Background: an optimization exercise with open tools, aiming at small area. Do not read the settings as production practice.
Function was checked by simulation only, so behaviour that the tests miss may differ from the original.
No activity file was given, so power comes from the tool's default toggle rates.

==> flow/design.v <==
module spi_port (
    input wire clk,
    input wire rst,
    input wire spi_mosi,
    input wire spi_cs_n,
    output wire cap_now,           
    output wire nxt_a0,            
    output wire nxt_a1,            
    output wire nxt_lt8,           
    output reg [7:0] value,
    output reg a0,
    output reg a1,
    output reg lt8
);
    reg [15:0] shift_reg;
    reg cs_n_prev;
    assign cap_now = spi_cs_n & ~cs_n_prev;
    assign nxt_lt8 = (shift_reg[15:11] == 5'd0);
    assign nxt_a0  = nxt_lt8 & (shift_reg[10:8] == 3'd0);
    assign nxt_a1  = nxt_lt8 & (shift_reg[10:8] == 3'd1);
    always @(posedge clk or posedge rst) begin
        if (rst) begin
            shift_reg <= 16'b0;
            cs_n_prev <= 1'b1;
            value <= 8'b0;
            a0 <= 1'b1;
            a1 <= 1'b0;
            lt8 <= 1'b1;
        end else begin
            cs_n_prev <= spi_cs_n;
            if (!spi_cs_n)
                shift_reg <= {shift_reg[14:0], spi_mosi};
            else if (!cs_n_prev) begin
                value <= shift_reg[7:0];
                a0 <= nxt_a0;
                a1 <= nxt_a1;
                lt8 <= nxt_lt8;
            end
        end
    end
endmodule
module config_memory (
    input wire clk,
    input wire rst,
    input wire cap_now,
    input wire nxt_a0,
    input wire nxt_a1,
    input wire [7:0] value,
    input wire a0,
    input wire a1,
    input wire lt8,
    output reg [7:0] ratio,
    output reg flen_gt1
);
    reg [7:0] mem0;
    reg mem1_gt1;
    wire val_gt1 = |value[7:1];
    always @(posedge clk or posedge rst) begin
        if (rst) begin
            mem0 <= 8'b0;
            mem1_gt1 <= 1'b0;
            ratio <= 8'b0;
            flen_gt1 <= 1'b0;
        end else begin
            if (a0) mem0 <= value;
            if (a1) mem1_gt1 <= val_gt1;
            if (cap_now) begin
                if (nxt_a0) ratio <= lt8 ? value : 8'b0;
                if (nxt_a1) flen_gt1 <= lt8 & val_gt1;
            end else begin
                if (a0) ratio <= mem0;
                if (a1) flen_gt1 <= mem1_gt1;
            end
        end
    end
endmodule
module decimator (
    input wire clk,
    input wire rst,
    input wire [7:0] ratio,
    input wire data_1,
    input wire data_2,
    output reg out_1,
    output reg out_2,
    output reg en
);
    reg [7:0] counter;
    reg dec_clk;
    wire r1 = (ratio == 8'd1);
    wire hit = (ratio != 8'd0) && (counter >= ratio - 8'd1);
    always @(posedge clk or posedge rst) begin
        if (rst) begin
            counter <= 8'b0;
            out_1 <= 1'b0;
            out_2 <= 1'b0;
            dec_clk <= 1'b0;
            en <= 1'b0;
        end else begin
            en <= 1'b0;
            if (r1) begin
                out_1 <= data_1;
                out_2 <= data_2;
            end else if (hit) begin
                counter <= 8'b0;
                out_1 <= data_1;
                out_2 <= data_2;
                dec_clk <= ~dec_clk;
                en <= ~dec_clk;
            end else begin
                counter <= counter + 8'd1;
            end
        end
    end
endmodule
module buffer (
    input wire clk,
    input wire rst,
    input wire en,
    input wire data_1,
    input wire data_2,
    input wire flen_gt1,
    output reg [7:0] corr,
    output reg pos,
    output reg neg
);
    reg [255:0] shift_reg_1;
    reg [255:0] shift_reg_2;
    reg [8:0] filled;              
    reg [7:0] corr_neg;
    reg [7:0] corr_pos;
    wire v0   = |filled;
    wire v255 = filled[8];
    wire v254 = filled[8] | (&filled[7:0]);
    wire n1_0   = v0 & shift_reg_1[0];
    wire n2_0   = v0 & shift_reg_2[0];
    wire o1_255 = v255 & shift_reg_1[255];
    wire o2_255 = v255 & shift_reg_2[255];
    wire o1_254 = v254 & shift_reg_1[254];
    wire o2_254 = v254 & shift_reg_2[254];
    always @(posedge clk) begin
        if (en) begin
            shift_reg_1 <= {shift_reg_1[254:0], data_1};
            shift_reg_2 <= {shift_reg_2[254:0], data_2};
        end
    end
    always @(posedge clk or posedge rst) begin
        if (rst) begin
            filled <= 9'b0;
            corr <= 8'b0;
            corr_neg <= 8'b0;
            corr_pos <= 8'b0;
            pos <= 1'b0;
            neg <= 1'b0;
        end else if (en) begin
            if (!filled[8]) filled <= filled + 9'd1;
            corr <= corr + (data_1 ^ data_2) - (o1_255 ^ o2_255);
            if (flen_gt1) begin
                corr_neg <= corr_neg + (n1_0 ^ data_2) - (o1_255 ^ o2_254);
                corr_pos <= corr_pos + (data_1 ^ n2_0) - (o1_254 ^ o2_255);
            end
            neg <= corr_neg < corr_pos;
            pos <= corr_pos < corr_neg;
        end
    end
endmodule
module top_module(
    input wire clk,
    input wire rst,
    input wire spi_mosi,
    input wire spi_cs_n,
    input wire mic_data_1,
    input wire mic_data_2,
    output wire [7:0] out,
    output wire pos,
    output wire neg
);
    wire cap_now, nxt_a0, nxt_a1, nxt_lt8;
    wire [7:0] value;
    wire a0, a1, lt8;
    wire [7:0] ratio;
    wire flen_gt1;
    wire dec_1, dec_2, dec_en;
    spi_port u_spi_port (
        .clk(clk), .rst(rst), .spi_mosi(spi_mosi), .spi_cs_n(spi_cs_n),
        .cap_now(cap_now), .nxt_a0(nxt_a0), .nxt_a1(nxt_a1), .nxt_lt8(nxt_lt8),
        .value(value), .a0(a0), .a1(a1), .lt8(lt8)
    );
    config_memory u_memory (
        .clk(clk), .rst(rst), .cap_now(cap_now), .nxt_a0(nxt_a0), .nxt_a1(nxt_a1),
        .value(value), .a0(a0), .a1(a1), .lt8(lt8),
        .ratio(ratio), .flen_gt1(flen_gt1)
    );
    decimator u_decimator (
        .clk(clk), .rst(rst), .ratio(ratio), .data_1(mic_data_1), .data_2(mic_data_2),
        .out_1(dec_1), .out_2(dec_2), .en(dec_en)
    );
    buffer u_buffer (
        .clk(clk), .rst(rst), .en(dec_en | (ratio == 8'd1)),
        .data_1(dec_1), .data_2(dec_2), .flen_gt1(flen_gt1),
        .corr(out), .pos(pos), .neg(neg)
    );
endmodule
==> flow/run.sh <==
#!/bin/bash
# synth_recipe.tcl (not shown) runs the flow's synth.tcl, then flattens the netlist and writes it again
# the make line also repeats each setting of config.mk as NAME=value (left out here)
make -C /OpenROAD-flow-scripts/flow DESIGN_CONFIG=/design/flow/config.mk WORK_HOME=/design/flow/orfs CLKGATE_MAP_FILE= SYNTH_SCRIPT=/design/flow/synth_recipe.tcl finish
==> flow/config.mk <==
export PLATFORM = sky130hd
export DESIGN_NAME = top_module
export DESIGN_NICKNAME = top_module
export VERILOG_FILES = /design/flow/design.v
export SDC_FILE = /design/flow/constraint.sdc
export NUM_CORES = 4
export LEC_CHECK = 0
export CAP_MARGIN = 20
export CORE_MARGIN = 2
export CORE_UTILIZATION = 60
export CTS_BUF_LIST = sky130_fd_sc_hd__clkbuf_8
export CTS_CLUSTER_DIAMETER = 60
export CTS_CLUSTER_SIZE = 20
export SLEW_MARGIN = 20
==> flow/constraint.sdc <==
create_clock -name core_clock -period 8.0 [get_ports {clk}]
set_input_delay 1.6000 -clock core_clock [delete_from_list [all_inputs] [get_ports {clk}]]
set_output_delay 1.6000 -clock core_clock [all_outputs]
set_load 0.01 [all_outputs]
==> metrics.csv, run 1 <==
metric,value,unit
final worst path period need,3.73,ns
die area,0.0358,sq mm
largest net degree at the start of global routing,218,
gpl congestion,0.745,
core footprint,0.0337,sq mm
antenna violations before repair,0,
period utilization,46.7,%
Layout Nets,1132,
Synth async-reset ratio,15.4,%
Worst Skew,0.0290,ns
Synth area leaders,"edfxtp_1 75%, dfrtp_1 11%, ha_1 2.8%",
fin worst setup slack,4.27,ns
peak supply drop,0.201,mV
max-cap check violation count,0,
combinational share of power,17.9,%
final setup fails,0,
Setup crit end kind,flip-flop,
FMAX,0.268,GHz
family with the most delay on the worst path,buffers and inverters,
status,no timing/DRC/antenna violations,
Crit Path Category,in2reg,
clock network power share,19.2,%
relative slew slack,28.8,%
Synth area leader,edfxtp_1,
clock-pin slew on the worst setup and hold paths,0.10,ns
slowest CP cell,clkdlybuf4s50_1,
Sw Share,27.2,%
Avg Vias per Cell,5.32,
post-CTS resize count,0,
Slew @ Worst Pin,1.07,ns
Post-Place Cell Area,0.0213,sq mm
CP max stage delay,0.96,ns
H-tree levels,2,
IO Port Bufs,15,
num rows,67,
Synth Register Bits,605,
n_diodes,0,
"top cells by count, synth","512 x edfxtp_1, 90 x dfrtp_1, 72 x nand2_1",
routed vias,8177,
Max Slew Vio Count,0,
Final TNS setup,0,ns
placed wire-length estimate,12.9,mm
Internal Dissipation,5190,uW
RSZ-0062 raised after global routing,no,
post-route cell area,0.0220,sq mm
flop2flop setup slack,4.54,ns
DP Worst Slack,3.67,ns
sequential share of power,62.9,%
hold buffer count at CTS,0,
"non-filler cells, final",1538,
"Avg Cell Area, Syn",20.0,sq um
Die Ht,189,microns
most frequent cell after synthesis,edfxtp_1,
"Clk Latency, worst-skew pair",0.58,ns
crit path buf inv count,1,
final-report hold violation count,0,
"Seq/Total Area, Yosys",85.9,%
clock sink count,605,
leakage,0.00752,uW
clock root buffer,clkbuf_8,
Mapped Cells,1030,
share of cells above drive strength 1,8.99,%
Global Route Usage Sum,14.5,%
Worst Hold Class,reg2reg,
TritonCTS clock tree,yes,
Startpoint Class,input port,
WP data required,8.48,ns
pwr/cell area,324,mW/mm^2
Inserted Clock Buffers,39,
Critical Path AT,4.21,ns
top-area cell type share of the netlist area,74.6,%
clock tree buffer depth,3,
postcts setup bufs,0,
vias in the first global route,7870,
Final Power,7120,uW
total wire length,25.4,mm
Netlist cell types,52,
NetSw,1930,uW
per-cell routed wire length,16.5,microns
placed insts,1484,
Layout area overhead,6.68,%
Post-synth top flop,edfxtp_1,
Die W,189,microns
YS warnings,4,
DRC viols,0,
io pins,16,
first-pass GRT wire length,41.1,mm
Mapped Area,0.0206,sq mm
GRT overflow,0,
total nets after synthesis,1085,
drt pass-1 iters,6,
Post-synth EDFFs,512,
"Max FO, Critical Path",22,
ANT nets after route,0,
Initial Util,61.2,%
1st-iter DRT viols,616,
CP cell instances,"clkdlybuf4s50_1, nand2b_1, o31ai_4, nor2_1, a31oi_1",
## worst register-to-register path, stage by stage (launching register included)
cell and delay [ns]:
dfrtp_1 0.46, nor4_4 0.48, a31oi_4 0.38, inv_8 0.78, buf_12 0.87
## cell families (layout without fill, tap and decap cells)
| family | Yosys count | after routing | share of synthesized area (%) |
|---|---|---|---|
| flip-flops | 605 | 605 | 85.9 |
| AND/OR/NAND/NOR | 150 | 150 | 3.53 |
| AO/OA/AOI/OAI | 104 | 104 | 3.20 |
| buffers and inverters | 54 | 114 | 1.02 |
| adder cells (fa/ha/maj) | 49 | 49 | 3.08 |
| XOR/XNOR | 38 | 38 | 1.61 |
| multiplexers | 30 | 30 | 1.64 |
## power groups by stage
| stage | clock [uW] | combinational [uW] | sequential, uW |
|---|---|---|---|
| after global routing | 1550 | 1470 | 4550 |
| after detailed placement | 0 | 1290 | 4550 |
| final | 1370 | 1270 | 4480 |
| after floorplan | 0 | 1000 | 4580 |
| after CTS | 1450 | 1300 | 4490 |
| after global placement | 0 | 1260 | 4540 |
## worst paths after layout
path | start | endpoint | cells past startpoint
max in group asynchronous | rst | u_buffer.corr_pos[3] | 3
hold reg to reg | u_buffer.shift_reg_1[52] | u_buffer.shift_reg_1[53] | 0
hold / removal | u_buffer.shift_reg_1[52] | u_buffer.shift_reg_1[53] | 0
min in group asynchronous | rst | u_spi_port.shift_reg[0] | 2
setup reg to reg | u_memory.ratio[2] | u_buffer.shift_reg_2[80] | 4
setup / recovery | spi_cs_n | u_memory.ratio[3] | 5
## metal layers
| layer | share of wire, % | vias up | track usage (%) |
|---|---|---|---|
| met4 | 2.4 | 0 | 4.35 |
| met5 | 0 | - | 0 |
| met3 | 3.3 | 41 | 2.85 |
| met2 | 40 | 85 | 19.0 |
| li1 | - | 3949 | - |
| met1 | 55 | 4102 | 24.5 |
## per-stage QoR
step	hold WS [ns]	utilization, %
finish	0.423	65.2
floorplan	0.400	-
detailed placement	0.405	63.3
global placement	0.400	63.3
global route	0.427	65.2
CTS	0.426	65.2
## cells in the final DEF, fill, tap and decap left out, types with 15 or more instances in the layout
cell	instances
edfxtp_1	512
dfrtp_1	90
nand2_1	72
ha_1	46
inv_1	44
clkbuf_8	39
o21ai_0	38
mux2_2	30
nor2_1	23
a21oi_1	22
xnor2_1	20
xor2_1	18
clkdlybuf4s50_1	15
## layout make-up
type / instances / area [sq um]
sequential: 605 / 17700
fill: 2278 / 11700
multi-input combinational: 371 / 2690
tap: 448 / 561
clock buffer: 39 / 537
timing repair buffer: 19 / 205
inverter: 41 / 163
clock inverter: 15 / 121
==> inputs of run 2 (changes only) <==
--- a/flow/config.mk
+++ b/flow/config.mk
@@ -8,7 +8,7 @@
 export CAP_MARGIN = 20
 export CORE_MARGIN = 2
 export CORE_UTILIZATION = 60
-export CTS_BUF_LIST = sky130_fd_sc_hd__clkbuf_8
+export CTS_BUF_LIST = sky130_fd_sc_hd__clkbuf_4 sky130_fd_sc_hd__clkbuf_8 sky130_fd_sc_hd__clkbuf_16
 export CTS_CLUSTER_DIAMETER = 60
 export CTS_CLUSTER_SIZE = 20
 export SLEW_MARGIN = 20
==> run 2 against run 1 <==
Net effect: non-clock buffer count grew 1; via count up 0.86%; final cell count hardly changed; count of clock-buffer cells in the layout grew 4; hold slack got worse by 0.0082 ns; critical path depth stayed put; area after synthesis did not move; cell area is 2.2% higher; global-route usage is 0.097 points higher; routed wire length grew 0.34%.
==> metrics.csv, run 2 <==
metric,value,unit,change
drt pass-1 iters,4,,-2
Post-synth EDFFs,512,,unchanged
Mapped Area,0.0206,sq mm,unchanged
Avg Vias per Cell,5.36,,+0.79%
Synth Register Bits,605,,unchanged
Initial Util,61.2,%,unchanged
clock-pin slew on the worst setup and hold paths,0.07,ns,-0.03 ns
r2r startpoint,u_memory.ratio[2],,
Layout area overhead,9.02,%,
Crit Path Category,in2reg,,
"top cells by count, synth","512 x edfxtp_1, 90 x dfrtp_1, 72 x nand2_1",,
slowest CP cell,clkdlybuf4s50_1,,
hold buffer count at CTS,0,,unchanged
WP data required,8.45,ns,-0.03 ns
top-area cell type share of the netlist area,74.6,%,unchanged
"Clk Latency, worst-skew pair",0.53,ns,-0.05 ns
Final TNS setup,0,ns,unchanged
num rows,67,,unchanged
Netlist cell types,52,,unchanged
Global Route Usage Sum,14.6,%,+0.097 points
CP max stage delay,0.96,ns,about the same
total wire length,25.4,mm,+0.34%
"commonest cells after routing, fill and taps aside","512 x edfxtp_1, 90 x dfrtp_1, 72 x nand2_1",,
Max Slew Vio Count,0,,unchanged
"Seq/Total Area, Yosys",85.9,%,unchanged
total nets after synthesis,1085,,unchanged
largest net degree at the start of global routing,218,,unchanged
Worst Skew,0.0164,ns,-0.0126 ns
leakage,0.00773,uW,+2.8%
Mapped Cells,1030,,unchanged
FMAX,0.266,GHz,-0.77%
post-route cell area,0.0225,sq mm,+2.2%
Post-Place Cell Area,0.0213,sq mm,unchanged
period utilization,47.0,%,+0.36 points
max-cap check violation count,0,,unchanged
Hold Path Stages,0,,unchanged
postcts setup bufs,0,,unchanged
Hold EP,u_buffer.shift_reg_1[5],,
"Avg Cell Area, Syn",20.0,sq um,unchanged
most frequent cell after synthesis,edfxtp_1,,
pwr/cell area,340,mW/mm^2,+4.9%
clock root buffer,clkbuf_16,,
1st-iter DRT viols,586,,-4.9%
final-report hold violation count,0,,unchanged
routed vias,8247,,+0.86%
n_diodes,0,,unchanged
Die W,189,microns,unchanged
status,no timing/DRC/antenna violations,,
Critical Path AT,4.21,ns,about the same
Synth area leaders,"edfxtp_1 75%, dfrtp_1 11%, ha_1 2.8%",,
GRT overflow,0,,unchanged
final worst path period need,3.76,ns,+0.0290 ns
r2r worst-path depth,5,,+1
io pins,16,,unchanged
ANT nets after route,0,,unchanged
die area,0.0358,sq mm,unchanged
CP cell instances,"clkdlybuf4s50_1, nand2b_1, o31ai_4, nor2_1, a31oi_1",,
Inserted Clock Buffers,39,,unchanged
IO Port Bufs,15,,unchanged
placed wire-length estimate,12.9,mm,unchanged
Reg-to-Reg End,u_buffer.shift_reg_1[212],,
per-cell routed wire length,16.5,microns,+0.27%
flop2flop setup slack,4.40,ns,-0.14 ns
Startpoint Class,input port,,
first-pass GRT wire length,41.4,mm,+0.64%
Worst Hold Class,reg2reg,,
core footprint,0.0337,sq mm,unchanged
Layout Nets,1133,,+0.088%
"Max FO, Critical Path",22,,unchanged
DRC viols,0,,unchanged
TritonCTS clock tree,yes,,
final setup fails,0,,unchanged
gpl congestion,0.745,,unchanged
peak supply drop,0.231,mV,+15%
"most common cell after layout, fill and taps aside",edfxtp_1,,
clock sink count,605,,unchanged
relative slew slack,33.7,%,+4.9 points
Synth async-reset ratio,15.4,%,unchanged
clock tree buffer depth,3,,unchanged
Setup crit end kind,flip-flop,,
YS warnings,4,,unchanged
antenna violations before repair,0,,unchanged
RSZ-0062 raised after global routing,no,,
Die Ht,189,microns,unchanged
post-CTS resize count,0,,unchanged
H-tree levels,2,,unchanged
Hold Crit Start,u_buffer.shift_reg_1[4],,
vias in the first global route,7930,,+0.76%
Synth area leader,edfxtp_1,,
Slew @ Worst Pin,0.994,ns,-0.0738 ns
Post-synth top flop,edfxtp_1,,
share of cells above drive strength 1,9.44,%,+0.45 points
-- run 2: stage by stage --
stage / total power, uW / hold slack [ns] / instances / worst slack, ns / util (%)
2_1_floorplan: 5590 / 0.400 / 1030 / 0.500 / -
3_3_place_gp: 5810 / 0.400 / 1484 / 3.75 / 63.3
3_5_place_dp: 5840 / 0.405 / 1484 / 3.67 / 63.3
4_1_cts: 7750 / 0.415 / 1538 / 4.24 / 66.6
5_1_grt: 8090 / 0.422 / 1539 / 3.94 / 66.7
6_report: 7640 / 0.415 / 1539 / 4.24 / 66.7
-- run 2: critical path, delay by kind of cell --
family          cells  cell delay (ns)
compound gates      2             0.90
buf+inv             1             0.96
simple gates        2             0.73
-- run 2: worst max path at each step --
stage | from | end | slack [ns] | depth (start not counted)
floorplan | u_memory.ratio[2] | u_buffer.corr_neg[6] | 0.50 | 7
global placement | spi_cs_n | u_memory.ratio[2] | 3.75 | 5
detailed placement | spi_cs_n | u_memory.ratio[7] | 3.67 | 5
CTS | spi_cs_n | u_memory.ratio[3] | 4.24 | 5
global route | spi_cs_n | u_memory.ratio[3] | 3.94 | 5
finish | spi_cs_n | u_memory.ratio[3] | 4.24 | 5
-- run 2: cells by family after synthesis --
logic type      synth area share (%)
flops                           85.9
simple gates                    3.53
compound gates                  3.20
buf+inv                         1.02
fa+ha+maj                       3.08
xor+xnor                        1.61
mux                             1.64
-- run 2: power breakdown --
group / switching (uW) / internal, uW / total [uW] / leakage, uW
logic: 763 / 522 / 1280 / 0.00139
registers: 284 / 4200 / 4480 / 0.00579
clock network: 954 / 918 / 1870 / 0.000554
-- run 2: cell type report --
class	count	area (sq um)
sequential	605	17700
inverter	41	163
tap	448	561
fill	2222	11200
timing repair buffer	20	233
multi-input combinational	371	2690
clock buffer	43	1010
clock inverter	11	108
-- run 2: routing by layer --
metal / vias to the layer above / share of wire [%] / global-route usage [%]
li1: 3960 / - / -
met1: 4162 / 55 / 24.7
met2: 87 / 40 / 19.3
met3: 38 / 3.3 / 2.87
met4: 0 / 2.1 / 4.17
met5: - / 0 / 0
==> inputs of run 3 (changes only) <==
==> flow/config.mk (replaced) <==
export PLATFORM = sky130hd
export DESIGN_NAME = top_module
export DESIGN_NICKNAME = top_module
export VERILOG_FILES = /design/flow/design.v
export SDC_FILE = /design/flow/constraint.sdc
export NUM_CORES = 4
export LEC_CHECK = 0
export CAP_MARGIN = 20
export CORE_MARGIN = 2
export CORE_UTILIZATION = 40
export SLEW_MARGIN = 20
==> run 3 against run 2 <==
Net effect: sequential power about the same; routed wire length increased by 5.8%; die area up 49%; cell area increased by 5.5%; combinational power barely moved; global-route usage is 4.3 points lower; final cell count is 19% higher; critical path depth unchanged; flip-flop and latch count unchanged; clock skew is 0.012 ns higher; largest power group unchanged.
==> metrics.csv, run 3 <==
metric,value,unit,change
H-tree levels,2,,unchanged
Slew @ Worst Pin,1.06,ns,+0.0692 ns
max-cap check violation count,0,,unchanged
Post-synth top flop,edfxtp_1,,
Die Ht,231,microns,+22%
num rows,83,,+24%
hold buffer count at CTS,0,,unchanged
largest net degree at the start of global routing,164,,-25%
Synth async-reset ratio,15.4,%,unchanged
post-route cell area,0.0237,sq mm,+5.5%
Mapped Cells,1030,,unchanged
gpl congestion,0.712,,-4.5%
r2r startpoint,u_memory.ratio[2],,
ANT nets after route,0,,unchanged
WP data required,8.52,ns,+0.07 ns
vias in the first global route,8279,,+4.4%
FMAX,0.272,GHz,+2.3%
post-CTS resize count,0,,unchanged
r2r worst-path depth,4,,-1
"Core Util, Final",46.4,%,-20 points
final worst path period need,3.68,ns,-0.0832 ns
core footprint,0.0511,sq mm,+52%
routed vias,8450,,+2.5%
most frequent cell after synthesis,edfxtp_1,,
final-report hold violation count,0,,unchanged
Global Route Usage Sum,10.2,%,-4.3 points
Post-Place Cell Area,0.0216,sq mm,+1.4%
Post-synth EDFFs,512,,unchanged
Synth area leader,edfxtp_1,,
postcts setup bufs,0,,unchanged
period utilization,46.0,%,-1.0 points
IO Port Bufs,15,,unchanged
clock tree buffer depth,3,,unchanged
Die W,231,microns,+22%
Synth area leaders,"edfxtp_1 75%, dfrtp_1 11%, ha_1 2.8%",,
die area,0.0534,sq mm,+49%
Synth Register Bits,605,,unchanged
GRT overflow,0,,unchanged
clock-pin slew on the worst setup and hold paths,0.06,ns,about the same
"Max FO, Critical Path",22,,unchanged
top-area cell type share of the netlist area,74.6,%,unchanged
n_diodes,0,,unchanged
Avg Vias per Cell,4.63,,-14%
Layout Nets,1153,,+1.8%
DRC viols,0,,unchanged
share of cells above drive strength 1,12.5,%,+3.0 points
Critical Path AT,4.20,ns,about the same
RSZ-0062 raised after global routing,no,,
"Seq/Total Area, Yosys",85.9,%,unchanged
total nets after synthesis,1085,,unchanged
Initial Util,40.3,%,-21 points
Mapped Area,0.0206,sq mm,unchanged
Inserted Clock Buffers,59,,+51%
hold slack,0.404,ns,-0.0104 ns
Register Area,0.0177,sq mm,unchanged
"top cells by count, synth","512 x edfxtp_1, 90 x dfrtp_1, 72 x nand2_1",,
Netlist cell types,52,,unchanged
Startpoint Class,input port,,
leakage,0.00816,uW,+5.6%
relative slew slack,29.1,%,-4.6 points
io pins,16,,unchanged
"Clk Latency, worst-skew pair",0.62,ns,+0.09 ns
Setup crit end kind,flip-flop,,
placed wire-length estimate,13.3,mm,+2.6%
pwr/cell area,366,mW/mm^2,+7.5%
Hold EP,u_buffer.shift_reg_2[237],,
Hold Path Stages,0,,unchanged
first-pass GRT wire length,44.2,mm,+6.8%
1st-iter DRT viols,635,,+8.4%
peak supply drop,0.185,mV,-20%
Max Slew Vio Count,0,,unchanged
clock sink count,605,,unchanged
Crit Path Category,in2reg,,
per-cell routed wire length,14.8,microns,-11%
antenna violations before repair,0,,unchanged
fillcell total,4300,,+94%
Worst Hold Class,reg2reg,,
Layout area overhead,15.0,%,
Final TNS setup,0,ns,unchanged
Reg-to-Reg End,u_buffer.shift_reg_1[176],,
total wire length,26.9,mm,+5.8%
"commonest cells after routing, fill and taps aside","512 x edfxtp_1, 90 x dfrtp_1, 72 x nand2_1",,
status,no timing/DRC/antenna violations,,
"most common cell after layout, fill and taps aside",edfxtp_1,,
area of the multi-input gates,0.00269,sq mm,unchanged
Worst Skew,0.0289,ns,+0.0125 ns
Hold Crit Start,u_buffer.shift_reg_2[236],,
flop2flop setup slack,4.66,ns,+0.26 ns
final setup fails,0,,unchanged
TritonCTS clock tree,yes,,
"Avg Cell Area, Syn",20.0,sq um,unchanged
clock root buffer,clkbuf_16,,
drt pass-1 iters,5,,+1
YS warnings,4,,unchanged
## run 3: final cells by class
type	count	share of cell area (%)
multi-input cells	371	11.4
well taps	680	3.59
inverters	41	0.686
flip-flops and latches	605	74.7
repair buffers	20	0.913
clock inverters	39	2.35
clock buffers	69	6.39
## run 3: routing by layer
metal	part of all wire [%]	global-route usage, %	vias up
li1	-	-	4045
met1	54	16.2	4248
met2	40	13.2	105
met3	3.6	2.37	52
met4	2.9	4.62	0
met5	0	0	-
## run 3: worst max-delay path, stage by stage
cell,delay (ns)
clkdlybuf4s50_1,0.97
nand2b_1,0.64
o31ai_4,0.72
nor2_1,0.10
a31oi_1,0.17
## run 3: logic make-up (layout without fill, tap and decap cells)
group                      count (synthesis)  after routing  share of synthesized area, %
DFF                                      605            605                          85.9
AOI/OAI and AO/OA                        104            104                          3.20
xor gates and xnor gates                  38             38                          1.61
adders and majority gates                 49             49                          3.08
and+or+nand+nor                          150            150                          3.53
buffers and inverters                     54            169                          1.02
muxes                                     30             30                          1.64
## run 3: worst max path at each step
stage / slack, ns / cells past startpoint / end / from
after global routing: 4.02 / 5 / u_memory.ratio[1] / spi_cs_n
after global placement: 3.80 / 5 / u_memory.ratio[7] / spi_cs_n
after floorplan: 0.50 / 7 / u_buffer.corr_neg[6] / u_memory.ratio[2]
final: 4.32 / 5 / u_memory.ratio[2] / spi_cs_n
after detailed placement: 3.70 / 5 / u_memory.ratio[1] / spi_cs_n
after CTS: 4.34 / 5 / u_memory.ratio[1] / spi_cs_n
## run 3: stage by stage
step / instances / total power, uW / setup slack [ns]
2_1_floorplan: 1030 / 5590 / 0.500
3_3_place_gp: 1717 / 5790 / 3.80
4_1_cts: 1825 / 8800 / 4.34
3_5_place_dp: 1717 / 5830 / 3.70
5_1_grt: 1825 / 9150 / 4.02
6_report: 1825 / 8670 / 4.32
## run 3: report_power, final
group | switching, uW | total [uW] | internal (uW)
Sequential | 283 | 4490 | 4210
Combinational | 758 | 1270 | 516
Clock | 1150 | 2900 | 1750
==> inputs of run 4 (changes only) <==
--- a/flow/design.v
+++ b/flow/design.v
@@ -87,7 +87,8 @@
     reg [7:0] counter;
     reg dec_clk;
     wire r1 = (ratio == 8'd1);
-    wire hit = (ratio != 8'd0) && (counter >= ratio - 8'd1);
+    wire [8:0] next = {1'b0, counter} + 9'd1;
+    wire hit = (ratio != 8'd0) && (next >= {1'b0, ratio});
     always @(posedge clk or posedge rst) begin
         if (rst) begin
             counter <= 8'b0;
@@ -107,7 +108,7 @@
                 dec_clk <= ~dec_clk;
                 en <= ~dec_clk;
             end else begin
-                counter <= counter + 8'd1;
+                counter <= next[7:0];
             end
         end
     end
@@ -137,6 +138,19 @@
     wire o2_255 = v255 & shift_reg_2[255];
     wire o1_254 = v254 & shift_reg_1[254];
     wire o2_254 = v254 & shift_reg_2[254];
+    function [7:0] step(input [7:0] x, input up, input dn);
+        integer i;
+        reg u, d;
+        begin
+            u = up & ~dn;
+            d = dn & ~up;
+            for (i = 0; i < 8; i = i + 1) begin
+                step[i] = x[i] ^ (u | d);
+                u = u & x[i];
+                d = d & ~x[i];
+            end
+        end
+    endfunction
     always @(posedge clk) begin
         if (en) begin
             shift_reg_1 <= {shift_reg_1[254:0], data_1};
@@ -153,10 +167,10 @@
             neg <= 1'b0;
         end else if (en) begin
             if (!filled[8]) filled <= filled + 9'd1;
-            corr <= corr + (data_1 ^ data_2) - (o1_255 ^ o2_255);
+            corr <= step(corr, data_1 ^ data_2, o1_255 ^ o2_255);
             if (flen_gt1) begin
-                corr_neg <= corr_neg + (n1_0 ^ data_2) - (o1_255 ^ o2_254);
-                corr_pos <= corr_pos + (data_1 ^ n2_0) - (o1_254 ^ o2_255);
+                corr_neg <= step(corr_neg, n1_0 ^ data_2, o1_255 ^ o2_254);
+                corr_pos <= step(corr_pos, data_1 ^ n2_0, o1_254 ^ o2_255);
             end
             neg <= corr_neg < corr_pos;
             pos <= corr_pos < corr_neg;
--- a/flow/config.mk
+++ b/flow/config.mk
@@ -7,5 +7,8 @@
 export LEC_CHECK = 0
 export CAP_MARGIN = 20
 export CORE_MARGIN = 2
-export CORE_UTILIZATION = 40
+export CORE_UTILIZATION = 60
+export CTS_BUF_LIST = sky130_fd_sc_hd__clkbuf_16
+export CTS_CLUSTER_DIAMETER = 60
+export CTS_CLUSTER_SIZE = 36
 export SLEW_MARGIN = 20
==> run 4 against run 3 <==
Net effect: fmax up 4.7%; first-iteration DRC count rose by 3.5%; critical path depth down 1; core utilization is 20 points higher; sequential power about the same; global-route usage grew 4.5 points; cell area is 6.7% lower; worst setup slack gained 0.17 ns; count of clock-buffer cells in the layout shrank 32; routed wire length fell by 5.4%; critical path type is now reg2reg; highest routed layer unchanged.
==> metrics.csv, run 4 <==
metric,value,unit,change
area of the multi-input gates,0.00230,sq mm,-14%
"Clk Latency, worst-skew pair",0.54,ns,-0.08 ns
YS warnings,4,,unchanged
final worst path period need,3.51,ns,-0.167 ns
r2r worst-path depth,4,,unchanged
"top cells by count, synth","512 x edfxtp_1, 90 x dfrtp_1, 52 x nand2_1",,
total nets after synthesis,991,,-8.7%
most frequent cell after synthesis,edfxtp_1,,
relative slew slack,27.1,%,-2.0 points
Inserted Clock Buffers,36,,-39%
antenna violations before repair,0,,unchanged
placed wire-length estimate,12.8,mm,-3.6%
DRC viols,0,,unchanged
period utilization,43.9,%,-2.1 points
largest net degree at the start of global routing,195,,+19%
"Avg Cell Area, Syn",21.0,sq um,+5.1%
io pins,16,,unchanged
num rows,67,,-19%
Die Ht,187,microns,-19%
postcts setup bufs,0,,unchanged
per-cell routed wire length,17.2,microns,+17%
die area,0.0351,sq mm,-34%
clock root buffer,clkbuf_16,,
slowest CP cell,inv_8,,
pwr/cell area,330,mW/mm^2,-9.7%
"most common cell after layout, fill and taps aside",edfxtp_1,,
total wire length,25.5,mm,-5.4%
Startpoint Class,flip-flop,,
RSZ-0062 raised after global routing,no,,
Worst Skew,0.0268,ns,-0.00209 ns
CP cell instances,"nor3_1, a31oi_2, inv_8, buf_12",,
Worst Hold Class,reg2reg,,
Hold Path Stages,0,,unchanged
Synth area leaders,"edfxtp_1 76%, dfrtp_1 11%, mux2_2 1.8%",,
Worst Setup SP,u_memory.ratio[6],,
fillcell total,2229,,-48%
Hold Crit Start,u_buffer.shift_reg_2[4],,
Critical Path AT,3.67,ns,-0.53 ns
Layout area overhead,9.47,%,
hold buffer count at CTS,0,,unchanged
peak supply drop,0.248,mV,+34%
Netlist cell types,57,,+9.6%
Register Area,0.0177,sq mm,unchanged
Slew @ Worst Pin,1.09,ns,+0.0261 ns
FMAX,0.285,GHz,+4.7%
Synth async-reset ratio,15.4,%,unchanged
GRT overflow,0,,unchanged
post-CTS resize count,0,,unchanged
Die W,187,microns,-19%
"non-filler cells, final",1479,,-19%
routed vias,7944,,-6.0%
Crit Path Category,reg2reg,,
Mapped Area,0.0202,sq mm,-2.0%
core footprint,0.0334,sq mm,-35%
ANT nets after route,0,,unchanged
"Seq/Total Area, Yosys",87.7,%,+1.8 points
H-tree levels,2,,unchanged
Post-Place Cell Area,0.0209,sq mm,-3.3%
Post-synth top flop,edfxtp_1,,
max-cap check violation count,0,,unchanged
Global Route Usage Sum,14.8,%,+4.5 points
Layout Nets,1036,,-10%
Avg Vias per Cell,5.37,,+16%
"Max FO, Critical Path",194,,+780%
post-route cell area,0.0221,sq mm,-6.7%
top-area cell type share of the netlist area,76.1,%,+1.5 points
final-report hold violation count,0,,unchanged
clock tree buffer depth,3,,unchanged
status,no timing/DRC/antenna violations,,
Final Power,7290,uW,-16%
share of cells above drive strength 1,11.3,%,-1.2 points
Synth Register Bits,605,,unchanged
Final TNS setup,0,ns,unchanged
r2r startpoint,u_memory.ratio[6],,
1st-iter DRT viols,657,,+3.5%
vias in the first global route,7843,,-5.3%
drt pass-1 iters,5,,unchanged
flop2flop setup slack,4.49,ns,-0.17 ns
Post-synth EDFFs,512,,unchanged
leakage,0.00749,uW,-8.2%
Reg-to-Reg End,u_buffer.shift_reg_2[108],,
family with the most delay on the worst path,buffers and inverters,,
Setup crit end kind,flip-flop,,
n_diodes,0,,unchanged
Synth area leader,edfxtp_1,,
Mapped Cells,960,,-6.8%
CP max stage delay,0.79,ns,-0.18 ns
first-pass GRT wire length,41.9,mm,-5.1%
clock sink count,605,,unchanged
gpl congestion,0.790,,+11%
crit path buf inv count,2,,+1
placed insts,1415,,-18%
TritonCTS clock tree,yes,,
Hold EP,u_buffer.shift_reg_2[5],,
clock-pin slew on the worst setup and hold paths,0.09,ns,+0.03 ns
Max Slew Vio Count,0,,unchanged
Initial Util,60.5,%,+20 points
final setup fails,0,,unchanged
WP data required,8.16,ns,-0.36 ns
"commonest cells after routing, fill and taps aside","512 x edfxtp_1, 90 x dfrtp_1, 52 x nand2_1",,
IO Port Bufs,15,,unchanged
## run 4: worst reg2reg max path, cell delays in order (launching register included)
cell,delay (ns)
dfrtp_1,0.38
nor3_1,0.41
a31oi_2,0.49
inv_8,0.79
buf_12,0.81
## run 4: metal layers
layer | wire [microns] | part of all wire [%] | track usage (%)
met5 | 0 | 0 | 0
met4 | 605 | 2.4 | 4.42
met3 | 827 | 3.2 | 2.55
met2 | 10800 | 42 | 20.7
met1 | 13200 | 52 | 24.2
## run 4: kinds of logic (layout without fill, tap and decap cells)
kind of cell,count (synthesis),count (layout),synth area share (%)
flip-flops,605,605,87.7
XOR/XNOR,43,43,1.87
buffers and inverters,44,115,0.905
AND/OR/NAND/NOR,138,138,3.49
AO/OA/AOI/OAI,55,55,1.78
adder cells (fa/ha/maj),25,25,1.55
multiplexers,50,50,2.72
## run 4: worst max-delay path by stage
stage,endpoint,slack [ns],cells past startpoint
2_1_floorplan,u_buffer.corr[5],0.55,6
3_3_place_gp,u_memory.ratio[0],4.05,5
3_5_place_dp,u_memory.ratio[0],3.97,5
4_1_cts,u_memory.ratio[0],4.51,5
5_1_grt,u_memory.ratio[0],4.32,5
6_report,u_buffer.shift_reg_2[108],4.49,4
## run 4: cell type report
cell class / instances / share of cell area [%]
Sequential cell: 605 / 80.1
Multi-Input combinational cell: 311 / 10.4
Clock buffer: 37 / 4.19
Timing Repair Buffer: 19 / 0.945
Inverter: 32 / 0.583
Tap cell: 448 / 2.54
Clock inverter: 27 / 1.22
## run 4: report_power, final
| group | total [uW] | switching [uW] | internal (uW) |
|---|---|---|---|
| Clock | 1940 | 1030 | 906 |
| Combinational | 835 | 540 | 295 |
| Sequential | 4520 | 297 | 4230 |
## run 4: metrics by stage
| step | setup WS (ns) | utilization, % | hold slack (ns) |
|---|---|---|---|
| final | 4.49 | 66.2 | 0.411 |
| after global routing | 4.32 | 66.2 | 0.425 |
| after CTS | 4.51 | 66.2 | 0.412 |
| after detailed placement | 3.97 | 62.7 | 0.405 |
| after global placement | 4.05 | 62.7 | 0.404 |
| after floorplan | 0.546 | - | 0.400 |
==> inputs of run 5 (changes only) <==
--- a/flow/config.mk
+++ b/flow/config.mk
@@ -8,7 +8,7 @@
 export CAP_MARGIN = 20
 export CORE_MARGIN = 2
 export CORE_UTILIZATION = 60
-export CTS_BUF_LIST = sky130_fd_sc_hd__clkbuf_16
+export CTS_BUF_LIST = sky130_fd_sc_hd__clkbuf_8
 export CTS_CLUSTER_DIAMETER = 60
-export CTS_CLUSTER_SIZE = 36
+export CTS_CLUSTER_SIZE = 20
 export SLEW_MARGIN = 20
==> run 5 against run 4 <==
Net effect: cell area decreased by 2.1%; core utilization is 1.4 points lower; final cell count shrank 0.47%; global-route usage up 0.077 points; worst setup slack improved by 0.021 ns; hold slack gained 0.0076 ns; sequential share of layout area grew 1.7 points; register-to-register slack better by 0.02 ns; first-iteration DRC count decreased by 7.5%; highest routed layer unchanged.
==> metrics.csv, run 5 <==
metric,value,unit,change
Hold Path Stages,0,,unchanged
status,no timing/DRC/antenna violations,,
FMAX,0.286,GHz,+0.60%
Mapped Area,0.0202,sq mm,unchanged
peak supply drop,0.170,mV,-31%
Layout Nets,1039,,+0.29%
postcts setup bufs,0,,unchanged
Synth async-reset ratio,15.4,%,unchanged
1st-iter DRT viols,608,,-7.5%
Worst Hold Class,reg2reg,,
Initial Util,60.5,%,unchanged
leakage,0.00727,uW,-2.9%
mux contribution to synthesized area,2.72,%,unchanged
Synth Area in Compound Gates,1.78,%,unchanged
clock sink count,605,,unchanged
Worst Skew,0.0243,ns,-0.00256 ns
Avg Vias per Cell,5.31,,-1.1%
Die W,187,microns,unchanged
placed insts,1415,,unchanged
"Max FO, Critical Path",194,,unchanged
"top cells by count, synth","512 x edfxtp_1, 90 x dfrtp_1, 52 x nand2_1",,
adder-cell share of the synthesized area,1.55,%,unchanged
GRT overflow,0,,unchanged
"Seq/Total Area, Yosys",87.7,%,unchanged
YS warnings,4,,unchanged
final-report hold violation count,0,,unchanged
total nets after synthesis,991,,unchanged
Post-synth top flop,edfxtp_1,,
most frequent cell after synthesis,edfxtp_1,,
largest family of logic cells by synthesized area,simple AND/OR/NAND/NOR gates,,
Register Area,0.0177,sq mm,unchanged
placed wire-length estimate,12.8,mm,unchanged
Slew @ Worst Pin,1.13,ns,+0.0375 ns
area of the multi-input gates,0.00230,sq mm,unchanged
Synth Register Bits,605,,unchanged
clock tree buffer depth,3,,unchanged
period utilization,43.7,%,-0.26 points
Synth area leaders,"edfxtp_1 76%, dfrtp_1 11%, mux2_2 1.8%",,
relative slew slack,24.6,%,-2.5 points
H-tree levels,2,,unchanged
pwr/cell area,314,mW/mm^2,-4.8%
IO Port Bufs,15,,unchanged
DRC viols,0,,unchanged
Crit Path Category,reg2reg,,
Layout area overhead,7.14,%,
"Clk Latency, worst-skew pair",0.57,ns,+0.03 ns
"commonest cells after routing, fill and taps aside","512 x edfxtp_1, 90 x dfrtp_1, 52 x nand2_1",,
fillcell total,2277,,+2.2%
"most common cell after layout, fill and taps aside",edfxtp_1,,
Setup crit end kind,flip-flop,,
Synth area leader,edfxtp_1,,
RSZ-0062 raised after global routing,no,,
hold buffer count at CTS,0,,unchanged
antenna violations before repair,0,,unchanged
post-CTS resize count,0,,unchanged
Worst Setup SP,u_memory.ratio[6],,
num rows,67,,unchanged
post-route cell area,0.0216,sq mm,-2.1%
Startpoint Class,flip-flop,,
Max Slew Vio Count,0,,unchanged
drt pass-1 iters,5,,unchanged
per-cell routed wire length,17.4,microns,+0.76%
XOR/XNOR share of the synthesized area,1.87,%,unchanged
r2r startpoint,u_memory.ratio[6],,
Critical Path AT,3.68,ns,about the same
r2r worst-path depth,4,,unchanged
share of cells above drive strength 1,10.6,%,-0.61 points
routed vias,7817,,-1.6%
core footprint,0.0334,sq mm,unchanged
TritonCTS clock tree,yes,,
clock root buffer,clkbuf_8,,
clock-pin slew on the worst setup and hold paths,0.11,ns,+0.02 ns
Final TNS setup,0,ns,unchanged
largest net degree at the start of global routing,195,,unchanged
Netlist cell types,57,,unchanged
final setup fails,0,,unchanged
Post-Place Cell Area,0.0209,sq mm,unchanged
die area,0.0351,sq mm,unchanged
vias in the first global route,7882,,+0.50%
WP data required,8.19,ns,+0.03 ns
final worst path period need,3.49,ns,-0.0210 ns
Post-synth EDFFs,512,,unchanged
max-cap check violation count,0,,unchanged
n_diodes,0,,unchanged
Die Ht,187,microns,unchanged
"Avg Cell Area, Syn",21.0,sq um,unchanged
first-pass GRT wire length,41.9,mm,+0.10%
gpl congestion,0.790,,unchanged
ANT nets after route,0,,unchanged
Hold Crit Start,u_buffer.shift_reg_2[4],,
Mapped Cells,960,,unchanged
Inserted Clock Buffers,39,,+8.3%
total wire length,25.6,mm,+0.28%
top-area cell type share of the netlist area,76.1,%,unchanged
Synth Area in Simple Gates,3.49,%,unchanged
Global Route Usage Sum,14.8,%,+0.077 points
"non-filler cells, final",1472,,-0.47%
io pins,16,,unchanged
-- run 5: worst paths after layout --
| kind | end | slack [ns] |
|---|---|---|
| worst min register to register | u_buffer.shift_reg_2[5] | 0.42 |
| worst max-delay path | u_buffer.shift_reg_2[180] | 4.51 |
| max in group asynchronous | u_buffer.corr[7] | 5.87 |
| worst min-delay path | u_buffer.shift_reg_2[5] | 0.42 |
| worst max register to register | u_buffer.shift_reg_2[180] | 4.51 |
| min in group asynchronous | u_decimator.counter[0] | 1.60 |
-- run 5: critical path: stages (launching register included) --
cell and delay, ns:
dfrtp_1 0.39, nor3_1 0.39, a31oi_2 0.49, inv_8 0.78, buf_12 0.68
-- run 5: metal layers --
metal | up-vias | global-route usage [%] | part of all wire [%]
li1 | 3696 | - | -
met1 | 3985 | 24.4 | 53
met2 | 98 | 20.7 | 42
met3 | 38 | 2.74 | 3.5
met4 | 0 | 4.18 | 2.2
met5 | - | 0 | 0
-- run 5: where the power goes --
| part | internal, uW | total [uW] | switching (uW) |
|---|---|---|---|
| Combinational | 295 | 834 | 538 |
| Sequential | 4220 | 4520 | 297 |
| Clock | 554 | 1450 | 892 |
-- run 5: layout make-up --
type | instances | area share (%)
sequential | 605 | 81.8
multi-input combinational | 311 | 10.6
clock buffer | 41 | 2.61
tap | 448 | 2.59
timing repair buffer | 19 | 0.966
clock inverter | 16 | 0.752
inverter | 32 | 0.596
-- run 5: metrics by stage --
step | total power [uW] | setup slack, ns | hold slack, ns | util [%]
2_1_floorplan | 5230 | 0.546 | 0.400 | -
3_5_place_dp | 5420 | 3.97 | 0.405 | 62.7
3_3_place_gp | 5350 | 4.05 | 0.404 | 62.7
4_1_cts | 6890 | 4.57 | 0.413 | 64.8
5_1_grt | 7160 | 4.31 | 0.431 | 64.8
6_report | 6800 | 4.51 | 0.418 | 64.8
-- run 5: cells by family (layout without fill, tap and decap cells) --
group,count (synthesis),in the layout
buf+inv,44,108
flops,605,605
xor+xnor,43,43
compound gates,55,55
mux,50,50
simple gates,138,138
fa+ha+maj,25,25
==> inputs of run 6 (changes only) <==
--- a/flow/design.v
+++ b/flow/design.v
@@ -6,35 +6,38 @@
     output wire cap_now,           
     output wire nxt_a0,            
     output wire nxt_a1,            
-    output wire nxt_lt8,           
     output reg [7:0] value,
-    output reg a0,
-    output reg a1,
-    output reg lt8
-);
-    reg [15:0] shift_reg;
-    reg cs_n_prev;
-    assign cap_now = spi_cs_n & ~cs_n_prev;
-    assign nxt_lt8 = (shift_reg[15:11] == 5'd0);
+    output wire a0,                
+    output wire a1,                
+    output wire lt8                
+);
+    reg [10:0] shift_reg;          
+    reg [2:0] zeros;               
+    reg cs_low_prev;
+    reg [1:0] cls;                 
+    wire nxt_lt8 = (zeros == 3'd5);
     assign nxt_a0  = nxt_lt8 & (shift_reg[10:8] == 3'd0);
     assign nxt_a1  = nxt_lt8 & (shift_reg[10:8] == 3'd1);
-    always @(posedge clk or posedge rst) begin
-        if (rst) begin
-            shift_reg <= 16'b0;
-            cs_n_prev <= 1'b1;
+    assign cap_now = spi_cs_n & cs_low_prev;
+    assign a0  = (cls == 2'd0);
+    assign a1  = (cls == 2'd1);
+    assign lt8 = (cls != 2'd3);
+    always @(posedge clk or posedge rst) begin
+        if (rst) begin
+            shift_reg <= 11'b0;
+            zeros <= 3'd5;
+            cs_low_prev <= 1'b0;
             value <= 8'b0;
-            a0 <= 1'b1;
-            a1 <= 1'b0;
-            lt8 <= 1'b1;
+            cls <= 2'd0;
         end else begin
-            cs_n_prev <= spi_cs_n;
-            if (!spi_cs_n)
-                shift_reg <= {shift_reg[14:0], spi_mosi};
-            else if (!cs_n_prev) begin
+            cs_low_prev <= ~spi_cs_n;
+            if (!spi_cs_n) begin
+                shift_reg <= {shift_reg[9:0], spi_mosi};
+                if (shift_reg[10]) zeros <= 3'd0;
+                else if (!nxt_lt8) zeros <= zeros + 3'd1;
+            end else if (cs_low_prev) begin
                 value <= shift_reg[7:0];
-                a0 <= nxt_a0;
-                a1 <= nxt_a1;
-                lt8 <= nxt_lt8;
+                cls <= {~nxt_a0 & ~nxt_a1, ~nxt_a0 & (~nxt_lt8 | nxt_a1)};
             end
         end
     end
@@ -126,12 +129,14 @@
 );
     reg [255:0] shift_reg_1;
     reg [255:0] shift_reg_2;
-    reg [8:0] filled;              
+    reg seen, full;
+    reg [7:0] lfsr;
+    wire lfsr_home = (lfsr == 8'h01);
     reg [7:0] corr_neg;
     reg [7:0] corr_pos;
-    wire v0   = |filled;
-    wire v255 = filled[8];
-    wire v254 = filled[8] | (&filled[7:0]);
+    wire v0   = seen;
+    wire v255 = full;
+    wire v254 = full | (seen & lfsr_home);
     wire n1_0   = v0 & shift_reg_1[0];
     wire n2_0   = v0 & shift_reg_2[0];
     wire o1_255 = v255 & shift_reg_1[255];
@@ -159,14 +164,18 @@
     end
     always @(posedge clk or posedge rst) begin
         if (rst) begin
-            filled <= 9'b0;
+            seen <= 1'b0;
+            full <= 1'b0;
+            lfsr <= 8'h01;
             corr <= 8'b0;
             corr_neg <= 8'b0;
             corr_pos <= 8'b0;
             pos <= 1'b0;
             neg <= 1'b0;
         end else if (en) begin
-            if (!filled[8]) filled <= filled + 9'd1;
+            seen <= 1'b1;
+            if (v254) full <= 1'b1;
+            lfsr <= {lfsr[6:0], lfsr[7] ^ lfsr[5] ^ lfsr[4] ^ lfsr[3]};
             corr <= step(corr, data_1 ^ data_2, o1_255 ^ o2_255);
             if (flen_gt1) begin
                 corr_neg <= step(corr_neg, n1_0 ^ data_2, o1_255 ^ o2_254);
@@ -188,7 +197,7 @@
     output wire pos,
     output wire neg
 );
-    wire cap_now, nxt_a0, nxt_a1, nxt_lt8;
+    wire cap_now, nxt_a0, nxt_a1;
     wire [7:0] value;
     wire a0, a1, lt8;
     wire [7:0] ratio;
@@ -196,7 +205,7 @@
     wire dec_1, dec_2, dec_en;
     spi_port u_spi_port (
         .clk(clk), .rst(rst), .spi_mosi(spi_mosi), .spi_cs_n(spi_cs_n),
-        .cap_now(cap_now), .nxt_a0(nxt_a0), .nxt_a1(nxt_a1), .nxt_lt8(nxt_lt8),
+        .cap_now(cap_now), .nxt_a0(nxt_a0), .nxt_a1(nxt_a1),
         .value(value), .a0(a0), .a1(a1), .lt8(lt8)
     );
     config_memory u_memory (
--- a/flow/config.mk
+++ b/flow/config.mk
@@ -5,10 +5,10 @@
 export SDC_FILE = /design/flow/constraint.sdc
 export NUM_CORES = 4
 export LEC_CHECK = 0
-export CAP_MARGIN = 20
+export CAP_MARGIN = 0
 export CORE_MARGIN = 2
 export CORE_UTILIZATION = 60
 export CTS_BUF_LIST = sky130_fd_sc_hd__clkbuf_8
 export CTS_CLUSTER_DIAMETER = 60
 export CTS_CLUSTER_SIZE = 20
-export SLEW_MARGIN = 20
+export SLEW_MARGIN = 0
==> run 6 against run 5 <==
Net effect: cell area is 0.87% lower; count of clock-buffer cells in the layout shrank 2; largest power group unchanged; critical path type is now in2reg; clock power shrank 3%; global-route usage down 0.29 points; still clean on timing, DRC and antenna; first-iteration DRC count is 5.6% higher; highest routed layer unchanged.
==> metrics.csv, run 6 <==
metric,value,unit,change
total wire length,25.2,mm,-1.4%
busiest layer in global routing,met1,,
"most common cell after layout, fill and taps aside",edfxtp_1,,
routing usage on met2,20.4,%,-0.34 points
die area,0.0349,sq mm,-0.68%
Mapped Area,0.0201,sq mm,-0.70%
placed wire-length estimate,12.4,mm,-3.3%
Layout Nets,1041,,+0.19%
Synth Register Bits,603,,-0.33%
pwr/cell area,307,mW/mm^2,-2.4%
clock root buffer,clkbuf_8,,
Inserted Clock Buffers,38,,-2.6%
Setup crit end kind,flip-flop,,
largest net degree at the start of global routing,302,,+55%
period utilization,48.4,%,+4.7 points
Synth area leader,edfxtp_1,,
clock-pin slew on the worst setup and hold paths,0.11,ns,about the same
post-route cell area,0.0214,sq mm,-0.87%
"Max FO, Critical Path",23,,-88%
post-CTS resize count,0,,unchanged
num rows,66,,-1.5%
Reg-to-Reg End,u_buffer.shift_reg_1[176],,
WP data required,8.50,ns,+0.31 ns
RSZ-0062 raised after global routing,no,,
Crit Path Category,in2reg,,
placed insts,1412,,-0.21%
most frequent cell after synthesis,edfxtp_1,,
CP endpoint,u_memory.ratio[4],,
max-cap check violation count,0,,unchanged
Layout area overhead,6.96,%,
Die W,187,microns,-0.34%
"Seq/Total Area, Yosys",88.1,%,+0.37 points
Global Route Usage Sum,14.6,%,-0.29 points
final-report hold violation count,0,,unchanged
peak supply drop,0.322,mV,+89%
Synth async-reset ratio,15.1,%,-0.28 points
Worst Skew,0.0161,ns,-0.00821 ns
core footprint,0.0327,sq mm,-2.0%
Worst Setup SP,spi_cs_n,,
antenna violations before repair,0,,unchanged
"non-filler cells, final",1467,,-0.34%
Critical Path AT,4.37,ns,+0.69 ns
H-tree levels,2,,unchanged
Final TNS setup,0,ns,unchanged
routed vias,7889,,+0.92%
vias in the first global route,7800,,-1.0%
Netlist cell types,49,,-14%
top-area cell type share of the netlist area,76.7,%,+0.54 points
relative slew slack,22.4,%,-2.3 points
"Avg Cell Area, Syn",20.9,sq um,-0.80%
total nets after synthesis,992,,+0.10%
Mapped Cells,961,,+0.10%
DRC viols,0,,unchanged
Die Ht,187,microns,-0.34%
GRT overflow,0,,unchanged
Worst Hold Class,reg2reg,,
r2r worst-path depth,5,,+1
leakage,0.00586,uW,-19%
r2r startpoint,u_memory.ratio[3],,
"Clk Latency, worst-skew pair",0.58,ns,about the same
final worst path period need,3.87,ns,+0.378 ns
final setup fails,0,,unchanged
TritonCTS clock tree,yes,,
YS warnings,4,,unchanged
first-pass GRT wire length,41.2,mm,-1.8%
Post-Place Cell Area,0.0208,sq mm,-0.71%
hold slack,0.420,ns,+0.00129 ns
gpl congestion,0.777,,-1.6%
flop2flop setup slack,4.68,ns,+0.17 ns
GRT met1 Usage,23.6,%,-0.81 points
Max Slew Vio Count,0,,unchanged
clock sink count,603,,-0.33%
per-cell routed wire length,17.2,microns,-1.1%
clock tree buffer depth,3,,unchanged
Startpoint Class,input port,,
Post-synth top flop,edfxtp_1,,
Post-synth EDFFs,512,,unchanged
ANT nets after route,0,,unchanged
Initial Util,61.3,%,+0.79 points
Synth area leaders,"edfxtp_1 77%, dfrtp_1 11%, mux2_2 1.6%",,
Avg Vias per Cell,5.38,,+1.3%
hold buffer count at CTS,0,,unchanged
1st-iter DRT viols,642,,+5.6%
status,no timing/DRC/antenna violations,,
fillcell total,2196,,-3.6%
"Core Util, Final",65.6,%,+0.74 points
drt pass-1 iters,4,,-1
n_diodes,0,,unchanged
"top cells by count, synth","512 x edfxtp_1, 88 x dfrtp_1, 62 x nand2_1",,
io pins,16,,unchanged
M3 GR Usage,2.69,%,-0.050 points
IO Port Bufs,15,,unchanged
postcts setup bufs,0,,unchanged
Slew @ Worst Pin,1.16,ns,+0.0375 ns
"commonest cells after routing, fill and taps aside","512 x edfxtp_1, 88 x dfrtp_1, 62 x nand2_1",,
share of cells above drive strength 1,9.56,%,-1.1 points
FMAX,0.258,GHz,-9.8%
[run 6: cell types whose count changed after synthesis, sizes merged, moves of 5 or more]
cell / before / now
mux2i: 14 / 6
nand3: 15 / 10
mux2: 36 / 28
nor2: 32 / 41
a22oi: 0 / 10
nand2: 52 / 62
[run 6: routing by layer]
metal  vias to the layer above  wire (microns)
met4                         0             532
met1                      4043           13000
met5                         -               0
met3                        43             844
li1                       3703               -
met2                       100           10800
[run 6: worst max-delay path, cell delays in order]
cell and delay, ns:
clkdlybuf4s50_1 0.89, nand2_1 0.64, nor4_1 0.61, a22o_2 0.39, nor2_1 0.09, a21oi_1 0.14
[run 6: how the worst min path moves through the flow]
stage | startpoint | cells after the start | end | slack, ns
after floorplan | u_buffer.shift_reg_1[99] | 0 | u_buffer.shift_reg_1[100] | 0.40
after global placement | u_buffer.shift_reg_1[68] | 0 | u_buffer.shift_reg_1[69] | 0.40
after detailed placement | u_buffer.shift_reg_1[109] | 0 | u_buffer.shift_reg_1[110] | 0.40
after CTS | u_buffer.shift_reg_2[38] | 0 | u_buffer.shift_reg_2[39] | 0.42
after global routing | u_buffer.shift_reg_2[38] | 0 | u_buffer.shift_reg_2[39] | 0.42
final | u_buffer.shift_reg_2[9] | 0 | u_buffer.shift_reg_2[10] | 0.42
[run 6: cell type report]
class	count	area [sq um]	share of cell area, %
repair buffers	19	180	0.840
inverters	28	133	0.618
clock inverters	16	155	0.723
multi-input cells	320	2230	10.4
clock buffers	39	537	2.50
flip-flops and latches	603	17700	82.3
well taps	442	553	2.58
[run 6: where the power goes]
group | leakage, uW | switching, uW | internal (uW)
clock network | 0.000378 | 879 | 532
registers | 0.00438 | 203 | 3940
logic | 0.00110 | 699 | 329
[run 6: kinds of logic after synthesis]
logic type / after synthesis / synth area share, %
xor gates and xnor gates: 44 / 1.92
buffers and inverters: 38 / 0.805
muxes: 34 / 1.87
DFF: 603 / 88.1
AOI/OAI and AO/OA: 67 / 2.23
and+or+nand+nor: 150 / 3.56
adders and majority gates: 25 / 1.56
[run 6: metrics by stage]
step | total power, uW | setup WS [ns]
floorplan | 5140 | 0.354
global placement | 5180 | 3.86
detailed placement | 5260 | 3.64
CTS | 6670 | 4.27
global route | 6950 | 3.95
finish | 6580 | 4.13
==> inputs of run 7 (changes only) <==
--- a/flow/config.mk
+++ b/flow/config.mk
@@ -5,10 +5,10 @@
 export SDC_FILE = /design/flow/constraint.sdc
 export NUM_CORES = 4
 export LEC_CHECK = 0
-export CAP_MARGIN = 0
+export CAP_MARGIN = 20
 export CORE_MARGIN = 2
 export CORE_UTILIZATION = 60
 export CTS_BUF_LIST = sky130_fd_sc_hd__clkbuf_8
 export CTS_CLUSTER_DIAMETER = 60
 export CTS_CLUSTER_SIZE = 20
-export SLEW_MARGIN = 0
+export SLEW_MARGIN = 20
==> run 7 against run 6 <==
Net effect: still clean; via count is essentially flat; global-route usage is the same; count of clock-buffer cells in the layout is the same; worst setup slack is the same; fmax is the same; flip-flop and latch count is the same; largest power group unchanged; highest routed layer unchanged.
==> metrics.csv, run 7 <==
metric,value,unit,change
final setup fails,0,,unchanged
post-CTS resize count,0,,unchanged
hold buffer count at CTS,0,,unchanged
Startpoint Class,input port,,
Avg Vias per Cell,5.38,,about the same
ANT nets after route,0,,unchanged
IO Port Bufs,15,,unchanged
total nets after synthesis,992,,unchanged
FMAX,0.258,GHz,unchanged
postcts setup bufs,0,,unchanged
leakage,0.00586,uW,about the same
Layout area overhead,7.00,%,about the same
num rows,66,,unchanged
Layout Nets,1041,,unchanged
"top cells by count, synth","512 x edfxtp_1, 88 x dfrtp_1, 62 x nand2_1",,
Crit Path Category,in2reg,,
M3 GR Usage,2.69,%,unchanged
io pins,16,,unchanged
busiest layer in global routing,met1,,
clock tree buffer depth,3,,unchanged
core footprint,0.0327,sq mm,unchanged
slowest CP cell,clkdlybuf4s50_1,,
GRT met1 Usage,23.6,%,unchanged
"Seq/Total Area, Yosys",88.1,%,unchanged
routing usage on met2,20.4,%,unchanged
clock sink count,603,,unchanged
RSZ-0062 raised after global routing,no,,
Initial Util,61.3,%,unchanged
family with the most delay on the worst path,simple AND/OR/NAND/NOR gates,,
clock-pin slew on the worst setup and hold paths,0.11,ns,about the same
Synth area leaders,"edfxtp_1 77%, dfrtp_1 11%, mux2_2 1.6%",,
routed vias,7895,,+0.076%
Post-synth EDFFs,512,,unchanged
GRT overflow,0,,unchanged
vias in the first global route,7800,,unchanged
top-area cell type share of the netlist area,76.7,%,unchanged
Critical Path AT,4.37,ns,about the same
drt pass-1 iters,4,,unchanged
Synth Register Bits,603,,unchanged
Netlist cell types,49,,unchanged
most frequent cell after synthesis,edfxtp_1,,
Slew @ Worst Pin,0.994,ns,-0.171 ns
"Core Util, Final",65.6,%,about the same
"commonest cells after routing, fill and taps aside","512 x edfxtp_1, 88 x dfrtp_1, 62 x nand2_1",,
largest net degree at the start of global routing,302,,unchanged
die area,0.0349,sq mm,unchanged
total wire length,25.2,mm,about the same
Synth area leader,edfxtp_1,,
pwr/cell area,307,mW/mm^2,about the same
DRC viols,0,,unchanged
CP max stage delay,0.89,ns,about the same
Inserted Clock Buffers,38,,unchanged
n_diodes,0,,unchanged
Mapped Cells,961,,unchanged
CP cell instances,"clkdlybuf4s50_1, nand2_1, nor4_1, a22o_2, nor2_1, a21oi_1",,
relative slew slack,33.7,%,+11 points
Max Slew Vio Count,0,,unchanged
Global Route Usage Sum,14.6,%,unchanged
"Max FO, Critical Path",23,,unchanged
period utilization,48.4,%,unchanged
H-tree levels,2,,unchanged
"most common cell after layout, fill and taps aside",edfxtp_1,,
1st-iter DRT viols,642,,unchanged
"Clk Latency, worst-skew pair",0.58,ns,about the same
final-report hold violation count,0,,unchanged
share of cells above drive strength 1,9.56,%,unchanged
clock root buffer,clkbuf_8,,
Final TNS setup,0,ns,unchanged
first-pass GRT wire length,41.2,mm,unchanged
Die W,187,microns,unchanged
Worst Skew,0.0161,ns,unchanged
max-cap check violation count,0,,unchanged
crit path buf inv count,1,,unchanged
Worst Hold Class,reg2reg,,
Setup crit end kind,flip-flop,,
status,no timing/DRC/antenna violations,,
Synth async-reset ratio,15.1,%,unchanged
final worst path period need,3.87,ns,unchanged
antenna violations before repair,0,,unchanged
peak supply drop,0.322,mV,about the same
Post-synth top flop,edfxtp_1,,
TritonCTS clock tree,yes,,
WP data required,8.50,ns,about the same
gpl congestion,0.777,,unchanged
placed wire-length estimate,12.4,mm,unchanged
Mapped Area,0.0201,sq mm,unchanged
Die Ht,187,microns,unchanged
per-cell routed wire length,17.2,microns,about the same
YS warnings,4,,unchanged
"Avg Cell Area, Syn",20.9,sq um,unchanged
[run 7: cell counts after synthesis]
No cell type changed its count.
[run 7: where the power goes]
part           internal (uW)  switching (uW)
sequential              3940             203
combinational            330             699
clock                    532             879
total                   4800            1780
[run 7: routing by layer]
layer	wire [microns]	vias to the layer above	share of wire [%]
met5	0	-	0
met2	10800	102	43
met1	13000	4046	52
met3	834	43	3.3
met4	532	0	2.1
li1	-	3704	-
[run 7: layout make-up]
| cell class | count | area [sq um] |
|---|---|---|
| sequential | 603 | 17700 |
| fill | 2194 | 11200 |
| multi-input combinational | 320 | 2230 |
| tap | 442 | 553 |
| clock buffer | 39 | 537 |
| timing repair buffer | 19 | 188 |
| clock inverter | 16 | 155 |
| inverter | 28 | 133 |
[run 7: logic make-up (layout without fill, tap and decap cells)]
kind of cell | Yosys count | count (layout) | synth area share (%)
buffers and inverters | 38 | 102 | 0.805
multiplexers | 34 | 34 | 1.87
flip-flops | 603 | 603 | 88.1
XOR/XNOR | 44 | 44 | 1.92
adder cells (fa/ha/maj) | 25 | 25 | 1.56
AO/OA/AOI/OAI | 67 | 67 | 2.23
AND/OR/NAND/NOR | 150 | 150 | 3.56
[run 7: final timing paths]
| check | from | endpoint | slack [ns] | cells past startpoint |
|---|---|---|---|---|
| setup / recovery | spi_cs_n | u_memory.ratio[4] | 4.13 | 6 |
| hold / removal | u_buffer.shift_reg_2[9] | u_buffer.shift_reg_2[10] | 0.42 | 0 |
| setup reg to reg | u_memory.ratio[3] | u_buffer.shift_reg_1[219] | 4.82 | 5 |
| hold reg to reg | u_buffer.shift_reg_2[9] | u_buffer.shift_reg_2[10] | 0.42 | 0 |
| max in group asynchronous | rst | u_decimator.counter[5] | 5.84 | 3 |
| min in group asynchronous | rst | u_spi_port.zeros[1] | 1.56 | 3 |
[run 7: metrics by stage]
| stage | worst slack (ns) | instances | power [uW] | instance area (sq um) | hold slack (ns) |
|---|---|---|---|---|---|
| CTS | 4.27 | 1467 | 6670 | 21400 | 0.422 |
| finish | 4.13 | 1467 | 6580 | 21500 | 0.420 |
| global route | 3.95 | 1467 | 6950 | 21500 | 0.421 |
| detailed placement | 3.64 | 1412 | 5260 | 20800 | 0.405 |
| global placement | 3.86 | 1412 | 5180 | 20800 | 0.403 |
| floorplan | 0.354 | 961 | 5140 | 20100 | 0.400 |

==> static timing again, ports no longer ideal <==
Ports are ideal in the flow. The routed layouts listed here were re-timed in OpenROAD. Step 1, drivers: a clkbuf_16 drives clk and a buf_2 each remaining input, both assumed. Step 2 also shifts input and output timing later by t, the mid clock arrival at the registers, as if the neighbouring blocks saw the same clock. a / b / c = ideal / step 1 / step 2; a / b = the first two.
| run | t, ns | setup WS [ns] | worst setup path after step 2 | slew at the worst register clock pin (ns) | worst slew at a driven data input, ns |
|---|---|---|---|---|---|
| run 1 | 0.613 | 4.266 / 4.292 / 3.680 | input to register | 0.11 / 0.11 | 0.03 |
| run 2 | 0.579 | 4.237 / 4.267 / 3.688 | input to register | 0.08 / 0.08 | 0.03 |
| run 3 | 0.655 | 4.320 / 4.354 / 3.698 | input to register | 0.07 / 0.07 | 0.04 |
| run 4 | 0.574 | 4.487 / 4.487 / 3.956 | input to register | 0.10 / 0.10 | 0.03 |
| run 5 | 0.607 | 4.508 / 4.508 / 3.972 | input to register | 0.11 / 0.11 | 0.03 |
| run 6 | 0.619 | 4.130 / 4.152 / 3.533 | input to register | 0.11 / 0.11 | 0.03 |
| run 7 | 0.619 | 4.130 / 4.152 / 3.533 | input to register | 0.11 / 0.11 | 0.03 |
After both steps every run listed still meets setup and hold. The setup slack of run 3, which loses most, moves by +0.034 ns with the drivers and by -0.622 ns with both steps.
